What follows belongs to an exercise in optimizing a design on an open flow for small area; a production flow would make more cautious choices. In this exercise RTL edits were held to simulation tests only and were not proved equivalent to the original. Power and IR drop assume default switching activity.

`flow/config.mk`:
```
export PLATFORM = sky130hd
export DESIGN_NAME = cpu
export DESIGN_NICKNAME = cpu
export VERILOG_FILES = /design/flow/design.v
export SDC_FILE = /design/flow/constraint.sdc
export NUM_CORES = 4
export LEC_CHECK = 0
export CAP_MARGIN = 20
export CORE_MARGIN = 2
export CORE_UTILIZATION = 55
export SLEW_MARGIN = 20
export SYNTH_HIERARCHICAL = 1
```
`flow/constraint.sdc`:
```
create_clock -name core_clock -period 10.0 [get_ports {clk}]
set_input_delay 2.0000 -clock core_clock [delete_from_list [all_inputs] [get_ports {clk}]]
set_output_delay 2.0000 -clock core_clock [all_outputs]
set_load 0.01 [all_outputs]
```
`flow/design.v`:
```
module multiplier (
input logic [3:0] a, b,
output logic [3:0] out);
logic [3:0][3:0] p;    
logic c1, s2, c2;
always_comb
  for (int i = 0; i < 4; i++)
    for (int j = 0; j < 4; j++)
      p[i][j] = a[i] & b[j];
assign out[0] = p[0][0];
assign out[1] = p[1][0] ^ p[0][1];
assign c1     = p[1][0] & p[0][1];
assign s2     = p[2][0] ^ p[1][1] ^ p[0][2];
assign c2     = p[2][0] & p[1][1] | p[2][0] & p[0][2] | p[1][1] & p[0][2];
assign out[2] = s2 ^ c1;
assign out[3] = p[3][0] ^ p[2][1] ^ p[1][2] ^ p[0][3] ^ c2 ^ (s2 & c1);
endmodule
module alu #(parameter n = 8) (
input logic [n-1:0] a, b,       
input logic [2:0] func,         
output logic [n-1:0] result,    
output logic zero               
);
logic [3:0] t;                  
logic sub, isadd, ismul;
logic [n-1:0] k;                
logic [3:0] mulOut;
aluctl ctl(.func(func), .t(t), .sub(sub), .isadd(isadd), .ismul(ismul));
multiplier mul(.a(a[3:0]), .b(b[3:0]), .out(mulOut));
assign k[0] = 1'b0;
genvar i;
generate for (i = 0; i < n; i++) begin : bits
  logic lu;
  lumux m(.t(t), .a(a[i]), .b(b[i]), .y(lu));
  if (i < n - 1) begin : cy
    carry c(.a(a[i]), .b(b[i]), .k(k[i]), .sub(sub), .isadd(isadd), .ko(k[i+1]));
  end
  if (i < 4) begin : lo
    assign result[i] = (lu ^ k[i]) | (ismul & mulOut[i]);
  end else begin : hi
    assign result[i] = lu ^ k[i];
  end
end endgenerate
assign zero = ~|result;
endmodule  
module aluctl (
input logic [2:0] func,
output logic [3:0] t,
output logic sub, isadd, ismul);
always_comb begin
  case (func)
    3'b000   : t = 4'b1100;
    3'b001   : t = 4'b1010;
    3'b010 : t = 4'b0110;
    3'b011 : t = 4'b0110;
    3'b100 : t = 4'b1000;
    3'b101  : t = 4'b1110;
    3'b110 : t = 4'b0110;
    default : t = 4'b0000;
  endcase
  isadd = (func[2:1] == 2'b01);
  sub   = func[0];
  ismul = (func == 3'b111);
end
endmodule
module lumux (input logic [3:0] t, input logic a, b, output logic y);
  assign y = t[{a, b}];
endmodule
module carry (input logic a, b, k, sub, isadd, output logic ko);
  logic ax, bg;
  assign ax = a ^ sub;
  assign bg = b & isadd;
  assign ko = ax & bg | ax & k | bg & k;
endmodule
module decoder #(parameter n = 8)
( input logic [23:0] I,
  input logic reset,
  input logic [n-1:0] result,
  output logic w, imm,
  output logic [31:1] selA, selB,
  output logic [31:3] en,
  output logic wr1, wr2,
  output logic [n-1:0] wd
);
logic [3:0] loAn, loBn, loWn;
logic [7:0] hiAn, hiBn, hiWn;
predecode pa(.I(I), .reset(reset), .w(w), .imm(imm),
             .loAn(loAn), .hiAn(hiAn), .loBn(loBn), .hiBn(hiBn),
             .loWn(loWn), .hiWn(hiWn), .wr1(wr1), .wr2(wr2));
nor2grid #(.K0(1)) ga(.lon(loAn), .hin(hiAn), .y(selA));
nor2grid #(.K0(1)) gb(.lon(loBn), .hin(hiBn), .y(selB));
nor2grid #(.K0(3)) gw(.lon(loWn), .hin(hiWn), .y(en));
assign wd = reset ? {n{1'b0}} : result;
endmodule  
module predecode
( input logic [23:0] I,
  input logic reset,
  output logic w, imm,
  output logic [3:0] loAn, loBn, loWn,
  output logic [7:0] hiAn, hiBn, hiWn,
  output logic wr1, wr2
);
logic [4:0] rd, rs;
logic nw, nimm;
logic [4:0][1:0] dl, sl;             
assign rd = I[17:13];
assign rs = I[12:8];
gnor2 gw(.a(I[23]), .b(I[22]), .y(w));           
ginv  gnw(.a(w), .y(nw));
gor3b gni(.a(I[23]), .b(I[22]), .cn(I[21]), .y(nimm));  
ginv  gim(.a(nimm), .y(imm));
genvar b, j, i;
generate
  for (b = 0; b < 5; b++) begin : inv
    assign dl[b][1] = rd[b];
    assign sl[b][1] = rs[b];
    ginv gd(.a(rd[b]), .y(dl[b][0]));
    ginv gs(.a(rs[b]), .y(sl[b][0]));
  end
  for (j = 0; j < 4; j++) begin : lo
    gnand2 ga(.a(dl[1][j/2]), .b(dl[0][j%2]), .y(loAn[j]));
    gnand2 gb(.a(sl[1][j/2]), .b(sl[0][j%2]), .y(loBn[j]));
    ga31oi gw(.a1(w), .a2(dl[1][j/2]), .a3(dl[0][j%2]), .b1(reset), .y(loWn[j]));
  end
  for (i = 0; i < 8; i++) begin : hi
    gnand3 ga(.a(dl[4][i/4]), .b(dl[3][(i/2)%2]), .c(dl[2][i%2]), .y(hiAn[i]));
    gnand4 gb(.a(sl[4][i/4]), .b(sl[3][(i/2)%2]), .c(sl[2][i%2]), .d(nimm), .y(hiBn[i]));
    ga31oi gw(.a1(dl[4][i/4]), .a2(dl[3][(i/2)%2]), .a3(dl[2][i%2]), .b1(reset), .y(hiWn[i]));
  end
endgenerate
gnor4 g1(.a(reset), .b(nw), .c(loAn[1]), .d(hiAn[0]), .y(wr1));
gnor4 g2(.a(reset), .b(nw), .c(loAn[2]), .d(hiAn[0]), .y(wr2));
endmodule
module ginv (input logic a, output logic y);
  assign y = ~a;
endmodule
module gnor2 (input logic a, b, output logic y);
  assign y = ~(a | b);
endmodule
module gor3b (input logic a, b, cn, output logic y);
  assign y = a | b | ~cn;
endmodule
module gnor4 (input logic a, b, c, d, output logic y);
  assign y = ~(a | b | c | d);
endmodule
module gnand2 (input logic a, b, output logic y);
  assign y = ~(a & b);
endmodule
module gnand3 (input logic a, b, c, output logic y);
  assign y = ~(a & b & c);
endmodule
module gnand4 (input logic a, b, c, d, output logic y);
  assign y = ~(a & b & c & d);
endmodule
module ga31oi (input logic a1, a2, a3, b1, output logic y);
  assign y = ~(a1 & a2 & a3 | b1);
endmodule
module nor2grid #(parameter K0 = 1)
( input logic [3:0] lon,
  input logic [7:0] hin,
  output logic [31:K0] y
);
always_comb
  for (int k = K0; k < 32; k++)
    y[k] = ~(lon[k % 4] | hin[k / 4]);
endmodule
module regread #(parameter n = 8, N = 31)
(input logic [N-1:0] sel,
 input logic [N-1:0][n-1:0] d,
 output logic [n-1:0] y);
genvar b;
generate for (b = 0; b < n; b++) begin : bits
  logic [N-1:0] col;
  for (genvar k = 0; k < N; k++) begin : c
    assign col[k] = d[k][b];
  end
  rdbit #(.N(N)) rb(.sel(sel), .d(col), .y(y[b]));
end endgenerate
endmodule
module rdbit #(parameter N = 31)
(input logic [N-1:0] sel, d,
 output logic y);
localparam G = N / 3;          
localparam R = N - 3 * G;      
logic [G-1:0] x;
genvar k;
generate for (k = 0; k < G; k++) begin : g
  aoi222 a(.a1(sel[3*k]), .a2(d[3*k]), .b1(sel[3*k+1]), .b2(d[3*k+1]),
           .c1(sel[3*k+2]), .c2(d[3*k+2]), .y(x[k]));
end endgenerate
rdcombine #(.G(G), .R(R)) cmb(.x(x), .sel(sel[N-1:3*G]), .d(d[N-1:3*G]), .y(y));
endmodule
module aoi222 (input logic a1, a2, b1, b2, c1, c2, output logic y);
  assign y = ~(a1 & a2 | b1 & b2 | c1 & c2);
endmodule
module rdcombine #(parameter G = 10, R = 1)
(input logic [G-1:0] x,
 input logic [R-1:0] sel, d,
 output logic y);
  assign y = ~(&x) | (|(sel & d));
endmodule
module swload #(parameter n = 8)
(input logic wr1, wr2,
 input logic [n-1:0] result,
 input logic [8:0] SW,
 output logic [n-1:0] gpr1d, gpr2d);
  logic nwr1, nwr2;
  ginv i1(.a(wr1), .y(nwr1));
  ginv i2(.a(wr2), .y(nwr2));
  genvar b;
  generate for (b = 0; b < n; b++) begin : bits
    ga22o m1(.a1(wr1), .a2(result[b]), .b1(nwr1), .b2(SW[b]), .y(gpr1d[b]));
    if (b == 0) begin : b0
      ga22o m2(.a1(wr2), .a2(result[b]), .b1(nwr2), .b2(SW[8]), .y(gpr2d[b]));
    end else begin : bn
      gand2 m2(.a(wr2), .b(result[b]), .y(gpr2d[b]));
    end
  end endgenerate
endmodule
module ga22o (input logic a1, a2, b1, b2, output logic y);
  assign y = a1 & a2 | b1 & b2;
endmodule
module gand2 (input logic a, b, output logic y);
  assign y = a & b;
endmodule
module pc #(parameter Psize = 6)
(input logic [Psize-1:0] PC,
 input logic [23:0] I,
 input logic zero, reset,
 output logic [Psize-1:0] PCnext
);
logic take;
logic [Psize-1:0] inc, br, off;
logic [Psize:0] c, ci;
assign take = (I[23:21] == 3'b011 & zero) | (I[23:21] == 3'b100 & ~zero);
assign off = I[Psize-1:0];
assign c[0] = 1'b1;
always_comb
  for (int i = 0; i < Psize; i++) begin
    br[i]  = PC[i] ^ off[i] ^ c[i];
    c[i+1] = PC[i] & off[i] | PC[i] & c[i] | off[i] & c[i];
  end
assign ci[0] = 1'b1;
always_comb
  for (int i = 0; i < Psize; i++) begin
    inc[i]  = PC[i] ^ ci[i];
    ci[i+1] = PC[i] & ci[i];
  end
assign PCnext = reset ? {Psize{1'b0}} : (take ? br : inc);
endmodule
module cpu #( parameter n = 8, Isize = 24, Psize = 6)
(input logic clk,
  input logic reset,                
  input logic [n:0] SW,             
  input logic [Isize-1:0] I,        
  output logic [Psize-1:0] PC,      
  output logic [n-1:0] LED);        
logic w, imm, zero;
logic [n-1:0] A, B, result, wd;
logic [31:1] selA, selB;
logic [31:3] en;
logic wr1, wr2;
logic [Psize-1:0] PCnext;
logic [n-1:0] gpr1, gpr2;
logic [31:3][n-1:0] gpr;
decoder d(.I(I), .reset(reset), .result(result), .w(w), .imm(imm),
          .selA(selA), .selB(selB), .en(en), .wr1(wr1), .wr2(wr2), .wd(wd));
logic [n-1:0] gpr1d, gpr2d;
swload sl(.wr1(wr1), .wr2(wr2), .result(result), .SW(SW), .gpr1d(gpr1d), .gpr2d(gpr2d));
always_ff @(posedge clk) begin
  gpr1 <= gpr1d;
  gpr2 <= gpr2d;
end
genvar g;
generate for (g = 3; g < 32; g++) begin : file
  always_ff @(posedge clk)
    if (en[g]) gpr[g] <= wd;
end endgenerate
regread #(.N(31)) ra(.sel(selA), .d({gpr, gpr2, gpr1}), .y(A));
regread #(.N(32)) rb(.sel({imm, selB}), .d({I[n-1:0], gpr, gpr2, gpr1}), .y(B));
alu alu(.a(A), .b(B), .func(I[20:18]), .result(result), .zero(zero));
pc p(.PC(PC), .I(I), .zero(zero), .reset(reset), .PCnext(PCnext));
always_ff @(posedge clk)
  PC <= PCnext;
assign LED = result;
endmodule
```
`flow/flow/run.sh`:
```
#!/bin/bash
# Layout flow: the standard ORFS flow (standard.sh) with
#  - a smaller clock tree: clkbuf_8 buffers on clusters of up to 18 sinks, no dummy loads
#  - port buffers of the smallest buffer cell
#  - after floorplan, every combinational gate set to its smallest drive
#    strength (downsize.tcl); repair steps then size up what timing needs
# The make output goes to standard.log; ORFS writes each step's log under orfs/logs.
set -euo pipefail
export CTS_ARGS="-sink_clustering_enable -repair_clock_nets -dont_use_dummy_load -buf_list {sky130_fd_sc_hd__clkbuf_8} -sink_clustering_size 18 -sink_clustering_max_diameter 70"
export BUFFER_PORTS_ARGS="-buffer_cell sky130_fd_sc_hd__buf_1"
export POST_FLOORPLAN_TCL="$PWD/flow/downsize.tcl"
bash standard.sh > standard.log 2>&1
```
`flow/flow/downsize.tcl`:
```
# Post-floorplan hook: synthesis (ABC) sizes gates for a far tighter delay target
# than the clock needs; put every combinational gate back to its smallest drive
# strength of the same function.  Later repair steps (repair_design, repair_timing)
# size up or buffer what the real loads and timing need.
set block [ord::get_db_block]
set db [ord::get_db]
set count 0
set saved 0.0
foreach inst [$block getInsts] {
  set m [$inst getMaster]
  set name [$m getName]
  if {![regexp {^(sky130_fd_sc_hd__[a-z0-9]+)_([0-9]+)$} $name -> base size]} { continue }
  if {$size <= 1} { continue }
  # keep flip-flops, tie cells and anything clock-specific as they are
  if {[regexp {df|dl|edf|sdf|conb|clk|tap|fill|decap|diode} $base]} { continue }
  set small [$db findMaster ${base}_1]
  if {$small == "NULL" || $small == ""} { continue }
  set da [expr {[$m getWidth] - [$small getWidth]}]
  if {$da <= 0} { continue }
  replace_cell [$inst getName] ${base}_1
  incr count
  set saved [expr {$saved + $da * [$m getHeight] / 1e6}]
}
puts "downsize: $count instances set to drive strength 1, [format %.1f $saved] um^2 saved"
```
`flow/standard.sh`:
```
#!/bin/bash
# synth_recipe.tcl (not shown) runs the flow's synth.tcl, then flattens the netlist and writes it again
# the make line also repeats each setting of config.mk as NAME=value (left out here)
make -C /OpenROAD-flow-scripts/flow DESIGN_CONFIG=/design/flow/config.mk WORK_HOME=/design/flow/orfs CLKGATE_MAP_FILE= SYNTH_SCRIPT=/design/flow/synth_recipe.tcl "${@:-finish}"
```
==> impl_metrics.yaml, run 1 <==
worst_setup_path:
  slowest_delay_ns: 0.60
  cp_max_fo: 9
  startpoint: "I[15]"
  worstReg2RegStart: "gpr[128]"
  r2r_slack_ns: 3.98
  critPathLaunchType: "input pin"
  critical-path-top-delay-family: "compound AO/OA/AOI/OAI gates"
  worstPathCellList: "buf_1 -> inv_1 -> nand3_1 -> nor2_1 -> a222oi_1 -> nand4_1 -> a2111o_1 -> xnor2_1 -> o21ai_1 -> a21oi_1 -> o21ai_1 -> a21oi_1 -> o21ai_1 -> a21oi_1 -> o21ai_1 -> a21oi_1 -> o21ai_1 -> a21oi_1 -> o21ai_1 -> a21oi_1 -> o21ai_1 -> xor2_1 -> buf_1"
  cp.depth: 23
  cp-end-kind: "output port"
  worst-path-buf-inv: 3
  critPathKind: "in -> out"
  crit_path_frequent_cell: "o21ai_1"
  r2r-end: "PC[1]"
  endpoint: "LED[7]"
  reg2reg_depth: 24
  crit_required_ns: 8.00
  cp.arrival_ns: 7.31
  crit_slowest_cell: "a222oi_1"
clocking:
  clock_latency_ns: 0.55
  cts_tree: "done"
  path_clk_slew_ns: 0.07
  ctsHoldBuffers: 0
  cts_buffer_depth: 3
  htree_num_levels: 1
  cts_root_buffer: "clkbuf_8"
  cts.sinks: 254
  cts.repair.resized: 0
  numCtsBuffers: 18
  cts_setup_buffers: 0
timing:
  post-route-min-period_ns: 9.31
  min_period_over_period: 0.931
  slew_headroom: 0.225
  rsz0062_at_grt: "false"
  setup_viol: 0
  setup_slack_ns: 0.688
  worst_pin_slew_ns: 1.16
  finalMaxSlewViolations: 0
  skew_ns: 0.0702
  fmax_mhz: 107
  finalSetupTns_ns: 0
  hold_violations: 0
job:
  drv_cap: 0
die:
  rows: 52
  coreArea_sq_um: 20400
  dieWidth_microns: 148
  dieArea_sq_um: 22000
  ios: 49
  die_h_microns: 148
  start_util: 0.563
placement:
  port_buffers: 48
  place_hpwl_microns: 26600
  place_congestion: 0.966
  dp_slack_ns: 0.876
finish:
  fillerInstances: 1587
  postLayoutCoreUtil: 0.596
  layout_common_cells: "232 x edfxtp_1, 160 x a222oi_1, 96 x nor2_1"
  layout_commonest_cell: "edfxtp_1"
  area_growth_pct: 5.84
  layout-drive-gt1-share: 0.0562
  nNetsFinal: 903
  n_antenna_cell: 0
grt:
  grt.total_usage: 0.331
  overflow: 0
  grt_max_degree: 32
  grt_pass1_vias: 8093
  antenna_found_initial: 2
  grt_pass1_wl_microns: 53400
routing:
  drc: 0
  drt_iter0_markers: 2040
  ant_nets: 0
  viasPerCell: 7.80
  vias: 8767
  wirelength_microns: 37000
  drt-pass1-iter-count: 11
  wl_per_cell_microns: 32.9
power:
  power_density_nw_per_um2: 192
  peakVddDrop_mv: 0.135
  p_leak_nw: 4.06
run_status:
  status: "complete, no violations"
synthesis:
  yosys-top-cells-area: "edfxtp_1 61%, a222oi_1 14%, dfxtp_1 3.8%, nor2_1 3.1%, nand4_1 2.2%"
  ys_warn_count: 12
  synth_area_sq_um: 11500
  synth_cells: 788
  synth-seq-area-share: 0.646
  yosysTopAreaCell: "edfxtp_1"
  ys_types: 40
  synthFlopType: "edfxtp_1"
  yosysTopAreaCellShare: 0.607
  synth-seq-cells: 254
  async_flop_share: 0
  synth-edff-count: 232
  syn_area_per_cell_sq_um: 14.6
min_path:
  hold_path.startpoint: "PC[0]"
  hold_path_class: "reg -> reg"
  min_path_cells: 3
[cell usage after synthesis, drive strengths merged, types with 10 or more instances]
cell,number
edfxtp,232
a222oi,160
nor2,96
nand4,41
nand2,37
inv,27
dfxtp,22
a22o,17
nand3,15
a31oi,12
buf,12
xnor2,12
and2,10
[flip-flops by register name, summed over array words and instances, names as in the netlist]
| register | cells |
|---|---|
| PC | 6 |
| gpr | 232 |
| gpr1 | 8 |
| gpr2 | 8 |
[layout make-up]
| type | count | area [sq um] | share of cell area |
|---|---|---|---|
| multi-input combinational | 496 | 3790 | 0.312 |
| tap | 270 | 338 | 0.0278 |
| clock buffer | 18 | 248 | 0.0204 |
| sequential | 254 | 7410 | 0.610 |
| timing repair buffer | 59 | 263 | 0.0216 |
| inverter | 27 | 101 | 0.00834 |
[cells by family after synthesis]
logic type	Yosys count	synth area share
buffers and inverters	39	0.0196
AO/OA/AOI/OAI	221	0.182
XOR/XNOR	20	0.0165
AND/OR/NAND/NOR	232	0.104
other	2	0.000654
adder cells (fa/ha/maj)	12	0.0164
multiplexers	8	0.0157
flip-flops	254	0.646
[modules after synthesis (local to each module, per instance), excerpt]
module | times used | cells | flip-flops and latches | area, sq um
multiplier | 1 | 18 | 0 | 145
ga31oi | 12 | 1 | 0 | 6.26
gnand2 | 8 | 1 | 0 | 3.75
cpu | 1 | 254 | 254 | 7410
aoi222 | 160 | 1 | 0 | 10.0
pc | 1 | 43 | 0 | 404
lumux | 8 | 1 | 0 | 22.5
carry | 7 | 4 | 0 | 23.8
aluctl | 1 | 10 | 0 | 58.8
alu | 1 | 19 | 0 | 123
gnand4 | 8 | 1 | 0 | 6.26
ginv | 14 | 1 | 0 | 3.75
gnor2 | 1 | 1 | 0 | 3.75
[metal layers]
metal	part of all wire	wire length, microns	up-vias	track usage
li1	-	-	3624	-
met1	0.39	14300	4335	0.487
met2	0.46	17000	716	0.522
met3	0.12	4540	88	0.0497
met4	0.031	1130	4	0.0900
met5	0.00065	24	-	0
[worst register-to-register path: stages (launching register included)]
cell	delay, ns
edfxtp_1	0.41
a222oi_1	0.54
nand4_1	0.29
a2111o_1	0.53
xnor2_1	0.17
o21ai_1	0.26
a21oi_1	0.07
o21ai_1	0.28
a21oi_1	0.07
o21ai_1	0.27
a21oi_1	0.07
o21ai_1	0.29
a21oi_1	0.07
o21ai_1	0.31
a21oi_1	0.08
o21ai_1	0.28
a21oi_1	0.07
o21ai_1	0.19
xor2_1	0.32
nor2_1	0.07
and4bb_2	0.25
nor4b_1	0.30
buf_4	0.21
or2_0	0.31
a211oi_1	0.13
[worst min path at each step]
stage,to,slack (ns)
2_1_floorplan,PC[0],0.64
3_3_place_gp,PC[0],0.60
3_5_place_dp,PC[0],0.64
4_1_cts,PC[0],0.65
5_1_grt,PC[0],0.68
6_report,PC[0],0.65
[through the flow]
step	total power, mW	hold slack [ns]	cells	cell area (sq um)
after floorplan	1.68	0.636	789	11500
after global placement	1.85	0.601	1105	11900
after detailed placement	1.87	0.642	1105	11900
after CTS	2.31	0.653	1123	12100
after global routing	2.40	0.685	1124	12100
final	2.33	0.649	1124	12100
[power by group]
group | total, mW | internal [mW] | switching, mW
clock network | 0.469 | 0.163 | 0.306
logic | 0.416 | 0.119 | 0.297
registers | 1.44 | 1.37 | 0.0773
==> run 2, diff against run 1 <==
--- a/flow/config.mk
+++ b/flow/config.mk
@@ -7,6 +7,6 @@
 export LEC_CHECK = 0
 export CAP_MARGIN = 20
 export CORE_MARGIN = 2
-export CORE_UTILIZATION = 55
+export CORE_UTILIZATION = 40
 export SLEW_MARGIN = 20
 export SYNTH_HIERARCHICAL = 1
==> impl_metrics.yaml, run 2 <==
synthesis:
  synthAdderAreaFrac: 0.0164
  synth_top_family_by_area: "compound AO/OA/AOI/OAI gates"
  ys_types: 40
  synthFlopType: "edfxtp_1"
  synth-seq-cells: 254
  yosys-top-cells-count: "232 x edfxtp_1, 160 x a222oi_1, 96 x nor2_1, 41 x nand4_1, 37 x nand2_1"
  synth-simple-area-share: 0.104
  async_flop_share: 0
  yosys-top-cells-area: "edfxtp_1 61%, a222oi_1 14%, dfxtp_1 3.8%, nor2_1 3.1%, nand4_1 2.2%"
  yosys.cell_count.top_type: "edfxtp_1"
  synth-seq-area-share: 0.646
  synth_xor_area_frac: 0.0165
  yosysTopAreaCellShare: 0.607
  synth_compound_area_frac: 0.182
  synth_area_sq_um: 11500
  yosysTopAreaCell: "edfxtp_1"
  syn_area_per_cell_sq_um: 14.6
  ys_warn_count: 12
  synthMuxAreaShare: 0.0157
  synth-edff-count: 232
  synth_cells: 788
worst_setup_path:
  worstReg2RegStart: "gpr[128]"
  crit_required_ns: 8.00
  cp_max_fo: 9
  cp-end-kind: "output port"
  r2r_slack_ns: 4.04
  reg2reg_depth: 24
  critPathLaunchType: "input pin"
  r2r-end: "PC[1]"
  critPathKind: "in -> out"
  cp.arrival_ns: 7.30
routing:
  ant_nets: 0
  viasPerCell: 6.93
  drc: 0
  drt-pass1-iter-count: 8
  vias: 8638
  drt_iter0_markers: 2145
  wl_per_cell_microns: 28.7
  wirelength_microns: 35700
finish:
  fillerInstances: 2583
  nNetsFinal: 910
  postLayoutCoreUtil: 0.434
  reg.largest.list: "gpr x232, gpr1 x8, gpr2 x8"
  largest_reg_flops: 232
  layout-drive-gt1-share: 0.0627
  regMostFlops: "gpr"
  area_growth_pct: 7.64
  layout_common_cells: "232 x edfxtp_1, 160 x a222oi_1, 96 x nor2_1"
  layout_commonest_cell: "edfxtp_1"
grt:
  antenna_found_initial: 4
  grt_pass1_wl_microns: 52400
  grt_max_degree: 32
  grt_pass1_vias: 8021
  overflow: 0
  grt.total_usage: 0.231
die:
  rows: 62
  coreArea_sq_um: 28500
  dieWidth_microns: 173
  ios: 49
  start_util: 0.403
  die_h_microns: 173
  dieArea_sq_um: 30100
job:
  drv_cap: 0
clocking:
  cts_root_buffer: "clkbuf_8"
  numCtsBuffers: 20
  cts.repair.resized: 0
  cts_buffer_depth: 3
  cts_setup_buffers: 0
  clock_latency_ns: 0.56
  ctsHoldBuffers: 0
  cts_tree: "done"
  cts.sinks: 254
  path_clk_slew_ns: 0.05
  htree_num_levels: 1
placement:
  port_buffers: 48
  place_congestion: 0.960
  place_hpwl_microns: 25400
min_path:
  hold_path_class: "reg -> reg"
  hold_path.startpoint: "PC[0]"
  min_to: "PC[0]"
  min_path_cells: 3
timing:
  finalMaxSlewViolations: 0
  worst_pin_slew_ns: 1.00
  slew_headroom: 0.327
  fmax_mhz: 107
  setup_viol: 0
  post-route-min-period_ns: 9.30
  hold_violations: 0
  min_period_over_period: 0.930
  finalSetupTns_ns: 0
  skew_ns: 0.0488
  rsz0062_at_grt: "false"
power:
  power_density_nw_per_um2: 190
  p_leak_nw: 4.10
  peakVddDrop_mv: 0.0903
run_status:
  status: "complete, no violations"
## run 2: cell type report
type                       instances  area, sq um  share of cell area
tap                              384          480              0.0389
inverter                          27          101             0.00821
antenna                            2         5.00            0.000405
sequential                       254         7410               0.600
multi-input combinational        496         3780               0.306
clock buffer                      20          275              0.0223
timing repair buffer              64          300              0.0243
## run 2: worst max path at each step
stage	slack, ns	to	startpoint	cells past startpoint
final	0.70	LED[7]	I[15]	23
after global routing	0.38	LED[7]	I[15]	23
after CTS	0.91	LED[7]	I[15]	23
after detailed placement	0.94	LED[7]	I[15]	23
after global placement	1.06	LED[7]	I[15]	23
after floorplan	2.25	LED[7]	I[22]	21
## run 2: per-module statistics from Yosys (local to each module, per instance), excerpt
module / flops+latches / area, sq um
ginv: 0 / 3.75
gnor4: 0 / 12.5
ga22o: 0 / 8.76
pc: 0 / 404
lumux: 0 / 22.5
aoi222: 0 / 10.0
gor3b: 0 / 8.76
multiplier: 0 / 145
cpu: 254 / 7410
ga31oi: 0 / 6.26
gnand3: 0 / 5.00
gnor2: 0 / 3.75
gand2: 0 / 6.26
decoder: 0 / 50.0
aluctl: 0 / 58.8
carry: 0 / 23.8
## run 2: kinds of logic (layout without fill, tap and decap cells)
kind of cell    count (synthesis)  in the layout
flops                         254            254
simple gates                  232            232
mux                             8              8
fa+ha+maj                      12             12
buf+inv                        39            111
other cells                     2              5
compound gates                221            221
xor+xnor                       20             20
## run 2: through the flow
| step | hold slack (ns) | cell area, sq um | std cells | setup slack (ns) | power, mW |
|---|---|---|---|---|---|
| after CTS | 0.630 | 12300 | 1245 | 0.912 | 2.35 |
| after global placement | 0.606 | 12100 | 1225 | 1.06 | 1.86 |
| after global routing | 0.696 | 12300 | 1245 | 0.376 | 2.43 |
| after floorplan | 0.636 | 11500 | 789 | 2.25 | 1.68 |
| after detailed placement | 0.622 | 12100 | 1225 | 0.939 | 1.87 |
| final | 0.621 | 12400 | 1247 | 0.696 | 2.35 |
## run 2: layer usage
metal	vias up	share of wire	global-route usage
li1	3638	-	-
met1	4261	0.40	0.335
met2	650	0.44	0.355
met3	83	0.12	0.0434
met4	6	0.036	0.0710
met5	-	0.0011	0
## run 2: worst max-delay path: stages
cell,delay [ns]
buf_1,0.29
inv_1,0.21
nand3_1,0.25
nor2_1,0.20
a222oi_1,0.56
nand4_1,0.28
a2111o_1,0.53
xnor2_1,0.16
o21ai_1,0.26
a21oi_1,0.07
o21ai_1,0.27
a21oi_1,0.07
o21ai_1,0.28
a21oi_1,0.07
o21ai_1,0.28
a21oi_1,0.07
o21ai_1,0.28
a21oi_1,0.07
o21ai_1,0.27
a21oi_1,0.07
o21ai_1,0.21
xor2_1,0.37
buf_1,0.19
## run 2: report_power, final
part,internal [mW],leakage (nW),total [mW],switching [mW]
combinational,0.118,1.52,0.413,0.294
sequential,1.36,2.44,1.43,0.0700
clock,0.180,0.144,0.504,0.324
total,1.66,4.10,2.35,0.688
==> run 3, diff against run 2 <==
--- a/flow/design.v
+++ b/flow/design.v
@@ -27,15 +27,18 @@
 logic [3:0] mulOut;
 aluctl ctl(.func(func), .t(t), .sub(sub), .isadd(isadd), .ismul(ismul));
 multiplier mul(.a(a[3:0]), .b(b[3:0]), .out(mulOut));
-assign k[0] = 1'b0;
 genvar i;
 generate for (i = 0; i < n; i++) begin : bits
   logic lu;
   lumux m(.t(t), .a(a[i]), .b(b[i]), .y(lu));
-  if (i < n - 1) begin : cy
+  if (i == 0) begin : cy0
+    carry0 c(.a(a[i]), .b(b[i]), .sub(sub), .isadd(isadd), .ko(k[i+1]));
+  end else if (i < n - 1) begin : cy
     carry c(.a(a[i]), .b(b[i]), .k(k[i]), .sub(sub), .isadd(isadd), .ko(k[i+1]));
   end
-  if (i < 4) begin : lo
+  if (i == 0) begin : b0
+    assign result[i] = lu | (ismul & mulOut[i]);
+  end else if (i < 4) begin : lo
     assign result[i] = (lu ^ k[i]) | (ismul & mulOut[i]);
   end else begin : hi
     assign result[i] = lu ^ k[i];
@@ -66,6 +69,9 @@
 module lumux (input logic [3:0] t, input logic a, b, output logic y);
   assign y = t[{a, b}];
 endmodule
+module carry0 (input logic a, b, sub, isadd, output logic ko);
+  assign ko = (a ^ sub) & b & isadd;
+endmodule
 module carry (input logic a, b, k, sub, isadd, output logic ko);
   logic ax, bg;
   assign ax = a ^ sub;
@@ -232,21 +238,58 @@
 logic take;
 logic [Psize-1:0] inc, br, off;
 logic [Psize:0] c, ci;
-assign take = (I[23:21] == 3'b011 & zero) | (I[23:21] == 3'b100 & ~zero);
+branch bt(.cls(I[23:21]), .zero(zero), .take(take));
 assign off = I[Psize-1:0];
-assign c[0] = 1'b1;
-always_comb
-  for (int i = 0; i < Psize; i++) begin
-    br[i]  = PC[i] ^ off[i] ^ c[i];
-    c[i+1] = PC[i] & off[i] | PC[i] & c[i] | off[i] & c[i];
+gxnor2 b0(.a(PC[0]), .b(off[0]), .y(br[0]));
+gor2   c0(.a(PC[0]), .b(off[0]), .y(c[1]));
+genvar i;
+generate for (i = 1; i < Psize; i++) begin : fa
+  if (i < Psize - 1) begin : full
+    gfa f(.a(PC[i]), .b(off[i]), .ci(c[i]), .s(br[i]), .co(c[i+1]));
+  end else begin : top
+    gxor3 x(.a(PC[i]), .b(off[i]), .c(c[i]), .y(br[i]));
   end
-assign ci[0] = 1'b1;
-always_comb
-  for (int i = 0; i < Psize; i++) begin
-    inc[i]  = PC[i] ^ ci[i];
-    ci[i+1] = PC[i] & ci[i];
+end endgenerate
+ginv i0(.a(PC[0]), .y(inc[0]));
+assign ci[1] = PC[0];
+generate for (i = 1; i < Psize; i++) begin : ha
+  if (i < Psize - 1) begin : half
+    gha h(.a(PC[i]), .b(ci[i]), .s(inc[i]), .co(ci[i+1]));
+  end else begin : top
+    gxor2 x(.a(PC[i]), .b(ci[i]), .y(inc[i]));
   end
-assign PCnext = reset ? {Psize{1'b0}} : (take ? br : inc);
+end endgenerate
+generate for (i = 0; i < Psize; i++) begin : sel
+  logic m;
+  gmux2i mx(.s(take), .a1(br[i]), .a0(inc[i]), .y(m));
+  gnor2 r(.a(m), .b(reset), .y(PCnext[i]));
+end endgenerate
+endmodule
+module branch (input logic [2:0] cls, input logic zero, output logic take);
+  assign take = (cls == 3'b011 & zero) | (cls == 3'b100 & ~zero);
+endmodule
+module gfa (input logic a, b, ci, output logic s, co);
+  assign s  = a ^ b ^ ci;
+  assign co = a & b | a & ci | b & ci;
+endmodule
+module gha (input logic a, b, output logic s, co);
+  assign s  = a ^ b;
+  assign co = a & b;
+endmodule
+module gxor2 (input logic a, b, output logic y);
+  assign y = a ^ b;
+endmodule
+module gxnor2 (input logic a, b, output logic y);
+  assign y = ~(a ^ b);
+endmodule
+module gxor3 (input logic a, b, c, output logic y);
+  assign y = a ^ b ^ c;
+endmodule
+module gor2 (input logic a, b, output logic y);
+  assign y = a | b;
+endmodule
+module gmux2i (input logic s, a1, a0, output logic y);
+  assign y = ~(s ? a1 : a0);
 endmodule
 module cpu #( parameter n = 8, Isize = 24, Psize = 6)
 (input logic clk,
--- a/flow/config.mk
+++ b/flow/config.mk
@@ -7,6 +7,6 @@
 export LEC_CHECK = 0
 export CAP_MARGIN = 20
 export CORE_MARGIN = 2
-export CORE_UTILIZATION = 40
+export CORE_UTILIZATION = 65
 export SLEW_MARGIN = 20
 export SYNTH_HIERARCHICAL = 1
==> impl_metrics.yaml, run 3 <==
grt:
  grt_pass1_vias: 8062
  grt_pass1_wl_microns: 51300
  antenna_found_initial: 0
  grt_max_degree: 30
  grt.total_usage: 0.386
  overflow: 0
clocking:
  cts_root_buffer: "clkbuf_8"
  cts_buffer_depth: 3
  ctsHoldBuffers: 0
  cts_setup_buffers: 0
  cts.repair.resized: 0
  clock_latency_ns: 0.53
  path_clk_slew_ns: 0.11
  cts.sinks: 254
  htree_num_levels: 1
  numCtsBuffers: 18
  cts_tree: "done"
timing:
  skew_ns: 0.0430
  hold_violations: 0
  finalMaxSlewViolations: 0
  worst_pin_slew_ns: 1.19
  finalSetupTns_ns: 0
  rsz0062_at_grt: "false"
  min_period_over_period: 0.906
  slew_headroom: 0.201
  setup_viol: 0
  post-route-min-period_ns: 9.06
  fmax_mhz: 110
synthesis:
  yosys-top-cells-area: "edfxtp_1 61%, a222oi_1 14%, dfxtp_1 3.9%, nor2_1 3.4%, nand4_1 2.3%"
  synth_cells: 771
  ys_types: 39
  syn_area_per_cell_sq_um: 14.7
  synth-seq-area-share: 0.653
  ys_warn_count: 11
  synth-edff-count: 232
  yosysTopAreaCell: "edfxtp_1"
  yosys.cell_count.top_type: "edfxtp_1"
  synth-seq-cells: 254
  yosysTopAreaCellShare: 0.614
  synth_area_sq_um: 11300
  yosys-top-cells-count: "232 x edfxtp_1, 160 x a222oi_1, 102 x nor2_1, 41 x nand4_1, 38 x nand2_1"
  synthFlopType: "edfxtp_1"
  async_flop_share: 0
routing:
  drt-pass1-iter-count: 14
  vias: 8805
  wl_per_cell_microns: 33.5
  drt_iter0_markers: 3070
  viasPerCell: 8.31
  wirelength_microns: 35500
  drc: 0
  ant_nets: 0
finish:
  nNetsFinal: 883
  n_antenna_cell: 0
  area_growth_pct: 5.84
  reg.largest.list: "gpr x232, gpr1 x8, gpr2 x8"
  layout_commonest_cell: "edfxtp_1"
  largest_reg_flops: 232
  regMostFlops: "gpr"
  fin_cells: 1060
  layout-drive-gt1-share: 0.0515
  layout_common_cells: "232 x edfxtp_1, 160 x a222oi_1, 102 x nor2_1"
placement:
  port_buffers: 48
  place_hpwl_microns: 25200
  place_congestion: 1.01
  place_inst: 1042
power:
  p_leak_nw: 4.01
  power_density_nw_per_um2: 187
  peakVddDrop_mv: 0.155
  p_total_mw: 2.25
die:
  rows: 48
  ios: 49
  die_h_microns: 136
  coreArea_sq_um: 17200
  start_util: 0.661
  dieArea_sq_um: 18500
  dieWidth_microns: 136
worst_setup_path:
  critPathKind: "in -> out"
  critPathLaunchType: "input pin"
  cp_max_fo: 9
  cp-end-kind: "output port"
  crit_required_ns: 8.00
  cp.arrival_ns: 7.06
job:
  drv_cap: 0
min_path:
  hold_path_class: "reg -> reg"
run_status:
  status: "complete, no violations"
-- run 3: changes by cell type in the layout (fill, tap and decap cells not counted), sizes merged, moves of 2 or more --
| cell | delta |
|---|---|
| inv | -10 |
| conb | -2 |
| mux2i | +6 |
| nor2 | +6 |
| a211oi | -6 |
| nor3 | -6 |
| or3b | -2 |
| diode | -2 |
| buf | -9 |
| clkbuf | -2 |
-- run 3: cell families (layout without fill, tap and decap cells) --
group	Yosys count	count (layout)	share of synthesized area
AO/OA/AOI/OAI	211	211	0.175
XOR/XNOR	22	22	0.0195
adder cells (fa/ha/maj)	11	11	0.0154
buffers and inverters	26	90	0.0139
flip-flops	254	254	0.653
multiplexers	14	14	0.0212
other	1	1	0.000330
AND/OR/NAND/NOR	232	232	0.102
-- run 3: path summary, 6_finish.rpt --
check           end  depth (start not counted)  slack, ns      from
max reg2reg   PC[3]                         24       4.08  gpr[128]
min           PC[0]                          3       0.60     PC[0]
max          LED[7]                         23       0.94     I[15]
min reg2reg   PC[0]                          3       0.60     PC[0]
-- run 3: power breakdown --
part	internal, mW	total [mW]	leakage, nW	switching [mW]
Sequential	1.34	1.41	2.44	0.0714
Clock	0.163	0.464	0.129	0.301
Combinational	0.109	0.374	1.45	0.265
Total	1.61	2.25	4.01	0.637
-- run 3: critical path, stage by stage --
cell	delay [ns]
buf_1	0.29
inv_1	0.22
nand3_1	0.20
nor2_1	0.15
a222oi_1	0.53
nand4_1	0.26
a2111o_1	0.50
xor2_1	0.16
and3_1	0.22
a21oi_1	0.05
o21ai_1	0.29
a21oi_1	0.07
o21ai_1	0.27
a21oi_1	0.07
o21ai_1	0.26
a21oi_1	0.07
o21ai_1	0.28
a21oi_1	0.08
o21ai_1	0.29
a21oi_1	0.07
o21ai_1	0.21
xor2_1	0.31
buf_1	0.20
-- run 3: Yosys stat by module (local to each module, per instance), excerpt --
module  times used  cell area (sq um)  flip-flops and latches
gand2            7               6.26                       0
gha              4               12.5                       0
gor2             1               6.26                       0
gor3b            1               8.76                       0
gxor3            1               23.8                       0
lumux            8               22.5                       0
-- run 3: layer usage --
metal | global-route usage | vias up | part of all wire
li1 | - | 3559 | -
met1 | 0.556 | 4196 | 0.36
met2 | 0.602 | 925 | 0.45
met3 | 0.0705 | 125 | 0.15
met4 | 0.128 | 0 | 0.045
met5 | 0 | - | 0
-- run 3: layout make-up --
type                    instances  area, sq um
clock buffers                  18          248
fillers                      1160         5160
inverters                      17         63.8
multi-input cells             491         3780
flip-flops and latches        254         7410
well taps                     225          282
repair buffers                 55          233
-- run 3: stage by stage --
step	hold WS (ns)	cell area [sq um]	setup WS, ns	utilization
detailed placement	0.570	11800	1.14	0.685
global placement	0.544	11800	1.30	0.684
floorplan	0.567	11300	2.32	-
global route	0.668	12000	0.525	0.699
finish	0.597	12000	0.944	0.699
CTS	0.596	12000	1.12	0.699
==> run 4, diff against run 3 <==
==> flow/flow/run.sh (replaced) <==
#!/bin/bash
# Layout flow: the standard ORFS flow (standard.sh) with
#  - a smaller clock tree: clkbuf_8 buffers on clusters of up to 16 sinks, no dummy loads
#  - port buffers of the smallest buffer cell
#  - after floorplan, every combinational gate set to its smallest drive
#    strength (downsize.tcl); repair steps then size up what timing needs
# The make output goes to standard.log; ORFS writes each step's log under orfs/logs.
set -euo pipefail
export CTS_ARGS="-sink_clustering_enable -repair_clock_nets -dont_use_dummy_load -buf_list {sky130_fd_sc_hd__clkbuf_8} -sink_clustering_size 16 -sink_clustering_max_diameter 70"
export BUFFER_PORTS_ARGS="-buffer_cell sky130_fd_sc_hd__buf_1"
export POST_FLOORPLAN_TCL="$PWD/flow/downsize.tcl"
bash standard.sh > standard.log 2>&1
--- a/flow/config.mk
+++ b/flow/config.mk
@@ -7,6 +7,6 @@
 export LEC_CHECK = 0
 export CAP_MARGIN = 20
 export CORE_MARGIN = 2
-export CORE_UTILIZATION = 65
+export CORE_UTILIZATION = 55
 export SLEW_MARGIN = 20
 export SYNTH_HIERARCHICAL = 1
==> impl_metrics.yaml, run 4 <==
synthesis:
  synth-seq-cells: 254
  synthAdderAreaFrac: 0.0154
  synthMuxAreaShare: 0.0212
  yosys-top-cells-count: "232 x edfxtp_1, 160 x a222oi_1, 102 x nor2_1, 41 x nand4_1, 38 x nand2_1"
  yosysTopAreaCellShare: 0.614
  synth-simple-area-share: 0.102
  async_flop_share: 0
  syn_area_per_cell_sq_um: 14.7
  yosys-top-cells-area: "edfxtp_1 61%, a222oi_1 14%, dfxtp_1 3.9%, nor2_1 3.4%, nand4_1 2.3%"
  synth-seq-area-share: 0.653
  synth_cells: 771
  synth-edff-count: 232
  ys_warn_count: 11
  yosys.cell_count.top_type: "edfxtp_1"
  ys_types: 39
  yosysTopAreaCell: "edfxtp_1"
  synth_compound_area_frac: 0.175
  synth_top_family_by_area: "compound AO/OA/AOI/OAI gates"
  synth_area_sq_um: 11300
  synth_xor_area_frac: 0.0195
  synthFlopType: "edfxtp_1"
clocking:
  ctsHoldBuffers: 0
  cts_buffer_depth: 3
  cts.repair.resized: 0
  htree_num_levels: 1
  numCtsBuffers: 19
  path_clk_slew_ns: 0.10
  cts_tree: "done"
  clock_latency_ns: 0.56
  cts.sinks: 254
  cts_setup_buffers: 0
  cts_root_buffer: "clkbuf_8"
routing:
  wl_per_cell_microns: 33.1
  vias: 8736
  wirelength_microns: 36800
  ant_nets: 0
  drt-pass1-iter-count: 10
  viasPerCell: 7.87
  drc: 0
  drt_iter0_markers: 2298
grt:
  grt.total_usage: 0.334
  overflow: 0
  grt_pass1_wl_microns: 53400
  grt_pass1_vias: 8147
  grt_max_degree: 30
  antenna_found_initial: 0
finish:
  layout_commonest_cell: "edfxtp_1"
  regMostFlops: "gpr"
  final_area_sq_um: 12100
  layout-drive-gt1-share: 0.0560
  layout_common_cells: "232 x edfxtp_1, 160 x a222oi_1, 102 x nor2_1"
  largest_reg_flops: 232
  postLayoutCoreUtil: 0.598
  multi_input_area_sq_um: 3760
  area_growth_pct: 6.58
  seq_area_sq_um: 7410
  fillerInstances: 1621
  n_antenna_cell: 0
  nNetsFinal: 888
  reg.largest.list: "gpr x232, gpr1 x8, gpr2 x8"
run_status:
  status: "complete, no violations"
power:
  power_density_nw_per_um2: 188
  p_leak_nw: 4.03
  p_total_mw: 2.27
  peakVddDrop_mv: 0.121
min_path:
  hold_path_class: "reg -> reg"
worst_setup_path:
  critical-path-top-delay-family: "compound AO/OA/AOI/OAI gates"
  crit_required_ns: 8.00
  cp-end-kind: "output port"
  critPathLaunchType: "input pin"
  slowest_delay_ns: 0.58
  crit_slowest_cell: "a222oi_1"
  worstPathCellList: "buf_1 -> inv_1 -> nand3_1 -> nor2_1 -> a222oi_1 -> nand4_1 -> a2111o_1 -> xor2_1 -> and3_1 -> a21oi_1 -> o21ai_1 -> a21oi_1 -> o21ai_1 -> a21oi_1 -> o21ai_1 -> a21oi_1 -> o21ai_1 -> a21oi_1 -> o21ai_1 -> a21oi_1 -> o21ai_1 -> xor2_1 -> buf_1"
  worst-path-buf-inv: 3
  cp_max_fo: 9
  cp.arrival_ns: 7.20
  critPathKind: "in -> out"
die:
  die_h_microns: 148
  coreArea_sq_um: 20200
  dieArea_sq_um: 21800
  dieWidth_microns: 148
  rows: 52
  start_util: 0.561
  ios: 49
timing:
  rsz0062_at_grt: "false"
  finalMaxSlewViolations: 0
  hold_violations: 0
  finalSetupTns_ns: 0
  slew_headroom: 0.197
  worst_pin_slew_ns: 1.20
  min_period_over_period: 0.920
  fmax_mhz: 109
  post-route-min-period_ns: 9.20
  setup_slack_ns: 0.799
  setup_viol: 0
  skew_ns: 0.0430
placement:
  postPlaceCellArea_sq_um: 11800
  dp_slack_ns: 1.06
  place_hpwl_microns: 26400
  port_buffers: 48
  place_congestion: 0.944
job:
  drv_cap: 0
-- run 4: Yosys stat by module (local to each module, per instance), a selection --
module | times used | flops+latches | cells
aluctl | 1 | 0 | 11
aoi222 | 160 | 0 | 1
carry0 | 1 | 0 | 2
cpu | 1 | 254 | 254
decoder | 1 | 0 | 8
ga22o | 9 | 0 | 1
ga31oi | 12 | 0 | 1
ginv | 15 | 0 | 1
gnand2 | 8 | 0 | 1
gnor4 | 2 | 0 | 1
gor2 | 1 | 0 | 1
gor3b | 1 | 0 | 1
gxor2 | 1 | 0 | 1
lumux | 8 | 0 | 1
-- run 4: cell type report --
class                   instances  area share
flip-flops and latches        254       0.612
repair buffers                 59      0.0217
multi-input cells             491       0.311
clock buffers                  19      0.0216
well taps                     270      0.0279
inverters                      17     0.00528
-- run 4: logic make-up (layout without fill, tap and decap cells) --
logic type,Yosys count,count (layout)
AOI/OAI and AO/OA,211,211
and+or+nand+nor,232,232
other,1,1
buffers and inverters,26,95
DFF,254,254
muxes,14,14
xor gates and xnor gates,22,22
adders and majority gates,11,11
-- run 4: through the flow --
step | hold WS (ns) | instances
after floorplan | 0.567 | 771
after global placement | 0.541 | 1091
after detailed placement | 0.581 | 1091
after CTS | 0.605 | 1110
after global routing | 0.641 | 1110
final | 0.596 | 1110
-- run 4: metal layers --
layer,vias up,wire (microns),GRT usage
li1,3572,-,-
met1,4340,13900,0.481
met2,733,16900,0.527
met3,91,4600,0.0543
met4,0,1390,0.109
met5,-,0,0
-- run 4: final timing paths --
path                  from      to  slack [ns]  cells after the start
setup reg to reg  gpr[128]   PC[2]        3.83                     24
hold / removal       PC[0]   PC[0]        0.60                      3
setup / recovery     I[15]  LED[7]        0.80                     23
hold reg to reg      PC[0]   PC[0]        0.60                      3
-- run 4: worst min-delay path, stage by stage (launching register included) --
cell	delay (ns)
dfxtp_1	0.36
inv_1	0.07
mux2i_1	0.07
nor2_1	0.08
-- run 4: where the power goes --
| part | leakage (nW) | switching [mW] | internal, mW | total, mW |
|---|---|---|---|---|
| Combinational | 1.46 | 0.269 | 0.109 | 0.378 |
| Clock | 0.137 | 0.311 | 0.172 | 0.483 |
| Sequential | 2.44 | 0.0667 | 1.34 | 1.41 |

re-timing with driven ports:
No port has a modelled driver above. Below, the same layouts with a new extraction and two added sets of constraints.
Step 1 assumes that a clkbuf_16 drives the clock port and a buf_2 every other input.
Step 2 adds t to the input delays and takes it off the output delays; t is the mean of the earliest and latest rising clock arrival at the registers after step 1. Input paths then give back, and output paths get back, about the clock's delay inside the block.
a / b / c = no drivers / after step 1 / after step 2; a / b = the first two.
run	t, ns	setup WS [ns]	hold slack, ns	worst setup path at the end	clock arrival spread, ns
run 1	0.562	0.688 / 0.617 / 0.617	0.649 / 0.649 / 0.649	input to output	0.070 / 0.070
run 2	0.585	0.696 / 0.600 / 0.600	0.621 / 0.621 / 0.621	input to output	0.049 / 0.049
run 3	0.556	0.944 / 0.897 / 0.897	0.597 / 0.597 / 0.597	input to output	0.043 / 0.043
run 4	0.580	0.799 / 0.728 / 0.728	0.596 / 0.596 / 0.596	input to output	0.043 / 0.043
After both steps every run listed still meets setup and hold. The setup slack of run 2, which loses most, moves by -0.096 ns with the drivers and by -0.096 ns with both steps.
